Source: an optimization exercise on an open RTL-to-GDS flow (aim: small area, a short achievable clock period and few clock cycles per item). Production flows keep margins and buffers that such runs may drop.
The RTL was checked by simulation tests, not by an equivalence proof against the original design.
The flow treats the clock pin as an ideal source. Dropping or thinning the clock tree relies on that and would not hold on a real chip.
Power and IR drop assume default switching activity.

==> flow/design.v (excerpt) <==
module mac_neuron(
	input clk,
	input rst,
	input in_valid,
	output in_ready,
	input [15:0] in_x,
	input [15:0] in_w,
	input in_last,
	output reg out_valid,
	output [15:0] out_data
);
assign in_ready = 1'b1;
reg [15:0] xn;
reg v0, l0;
reg [7:0] b_onen, b_twon, b_neg;
reg [23:0] ha_r, hb_r;
reg cl_r, zl_r, v1, l1;
reg zl0, sg0, sg1;
reg [15:0] m_r;
reg v2, l2;
reg [15:0] acc;
reg first;
wire bs1;
wire pp2;
wire bs3;
wire pp4;
wire bs5;
wire pp6;
wire bs7;
wire pp8;
wire bs9;
wire pp10;
wire bs11;
wire pp12;
wire bs13;
wire pp14;
wire bs15;
wire pp16;
wire bs17;
wire pp18;
wire bs19;
wire pp20;
wire bs21;
wire pp22;
wire bs23;
wire pp24;
wire bs25;
wire pp26;
wire bs27;
wire pp28;
wire bs29;
wire pp30;
wire bs31;
wire pp32;
wire bs33;
wire pp34;
wire bs35;
wire pp36;
wire bs37;
wire pp38;
wire bs39;
wire pp40;
wire bs41;
wire pp42;
wire bs43;
wire pp44;
wire bs45;
wire pp46;
wire bs47;
wire pp48;
wire bs49;
wire pp50;
wire bs51;
wire pp52;
wire bs53;
wire pp54;
wire bs55;
wire pp56;
wire bs57;
wire pp58;
wire bs59;
wire pp60;
wire bs61;
wire pp62;
wire bs63;
wire pp64;
wire bs65;
wire pp66;
wire bs67;
wire pp68;
wire bs69;
wire pp70;
wire bs71;
wire pp72;
wire bs73;
wire pp74;
wire bs75;
wire pp76;
wire bs77;
wire pp78;
wire bs79;
wire pp80;
wire bs81;
wire pp82;
wire bs83;
wire pp84;
wire bs85;
wire pp86;
wire bs87;
wire pp88;
wire bs89;
wire pp90;
wire bs91;
wire pp92;
wire bs93;
wire pp94;
wire bs95;
wire pp96;
wire bs97;
wire pp98;
wire bs99;
wire pp100;
wire bs101;
wire pp102;
wire bs103;
wire pp104;
wire bs105;
wire pp106;
wire bs107;
wire pp108;
wire bs109;
wire pp110;
wire bs111;
wire pp112;
wire bs113;
wire pp114;
wire bs115;
wire pp116;
wire bs117;
wire pp118;
wire bs119;
wire pp120;
wire bs121;
wire pp122;
wire bs123;
wire pp124;
wire bs125;
wire pp126;
wire bs127;
wire pp128;
wire bs129;
wire pp130;
wire bs131;
wire pp132;
wire bs133;
wire pp134;
wire bs135;
wire pp136;
wire bs137;
wire pp138;
wire bs139;
wire pp140;
wire bs141;
wire pp142;
wire bs143;
wire pp144;
wire bs145;
  ...
Settings: LEC_CHECK=0, CAP_MARGIN=20, CORE_MARGIN=2, CORE_UTILIZATION=60.0, CTS_BUF_LIST=sky130_fd_sc_hd__clkbuf_4 sky130_fd_sc_hd__clkbuf_8, CTS_CLUSTER_SIZE=40, PLACE_DENSITY=0.8, SLEW_MARGIN=20, SYNTH_HIERARCHICAL=1; clock period 11.0 ns.
standard.sh (not shown) runs the stock make flow with config.mk's settings and CLKGATE_MAP_FILE= SYNTH_SCRIPT=/design/flow/synth_recipe.tcl, a recipe that flattens the netlist after the stock synthesis.
==> flow/flow/run.sh <==
#!/bin/bash
set -euo pipefail
source flow/env.sh
bash standard.sh > std_flow.log 2>&1
Other scripts of this flow, unchanged in this note and not shown: flow/flow/env.sh, flow/flow/manual_cts.tcl
The starting point completed without violations.
Testbench counts at the start, summed over its fixed seeds: cycles 8,224, items 8,192.
Edit:
--- a/flow/config.mk
+++ b/flow/config.mk
@@ -8,8 +8,8 @@
 export CAP_MARGIN = 20
 export CORE_MARGIN = 2
-export CORE_UTILIZATION = 60.0
+export CORE_UTILIZATION = 40
 export CTS_BUF_LIST = sky130_fd_sc_hd__clkbuf_4 sky130_fd_sc_hd__clkbuf_8
 export CTS_CLUSTER_SIZE = 40
-export PLACE_DENSITY = 0.8
+export PLACE_DENSITY = 0.6
 export SLEW_MARGIN = 20
 export SYNTH_HIERARCHICAL = 1
Result: The new run ran to the end with no violations. Design area went up slightly. Total power went down slightly. Routed wire length went up by a few percent. Global-route usage went down by 8.5 points. Fmax went up by a few percent. Synthesized area is unchanged. Combinational power barely changes. First-iteration DRC count went down by about a fifth. Register-to-register slack improves by 0.08 ns. Hold slack barely changes. Core utilization went down by 21 points.
Edit:
--- a/flow/config.mk
+++ b/flow/config.mk
@@ -8,8 +8,8 @@
 export CAP_MARGIN = 20
 export CORE_MARGIN = 2
-export CORE_UTILIZATION = 40
+export CORE_UTILIZATION = 50.0
 export CTS_BUF_LIST = sky130_fd_sc_hd__clkbuf_4 sky130_fd_sc_hd__clkbuf_8
 export CTS_CLUSTER_SIZE = 40
-export PLACE_DENSITY = 0.6
+export PLACE_DENSITY = 0.7
 export SLEW_MARGIN = 20
 export SYNTH_HIERARCHICAL = 1
Effect:
- cell area falls by 0.96%
- final cell count decreases by 6.6%
- power is about the same
- fmax decreases by 3.3%
- die area drops by 20%
- via count went up by 2.1%
- area after synthesis does not change
- worst setup slack gets worse by 0.11 ns
- critical path depth does not change
- sequential cell count does not change
No run of this note takes its clock network from TritonCTS; it comes from the design's own scripts or RTL.

==> what the ideal ports hide <==
In the flow no input, the clock included, has a driving cell. The finished layouts below were timed again as built, in two steps. Step 1 (the two cells are an assumption about what drives the block):
set clk [get_ports {clk}]
set_driving_cell -lib_cell sky130_fd_sc_hd__clkbuf_16 $clk
set_driving_cell -lib_cell sky130_fd_sc_hd__buf_2 [delete_from_list [all_inputs] $clk]
Step 2 adds t to the input delays and takes it off the output delays; t is the mean of the earliest and latest rising clock arrival at the registers after step 1. Input paths then give back, and output paths get back, about the clock's delay inside the block. a / b / c = no drivers / after step 1 / after step 2; a / b = the first two.
run | t, ns | setup slack, ns | worst hold slack (ns) | slew at the worst register clock pin (ns)
the first run | 0.359 | 7.780 / 7.780 / 7.667 | 0.333 / 0.333 / 0.333 | 0.08 / 0.08
the second run | 0.365 | 7.857 / 7.823 / 7.702 | 0.332 / 0.332 / 0.332 | 0.09 / 0.09
the third run | 0.363 | 7.749 / 7.749 / 7.688 | 0.324 / 0.324 / 0.324 | 0.08 / 0.08
After both steps every run listed still meets setup and hold. For the second run, which loses most, drivers alone change the setup slack by -0.034 ns; drivers and shift together by -0.155 ns.
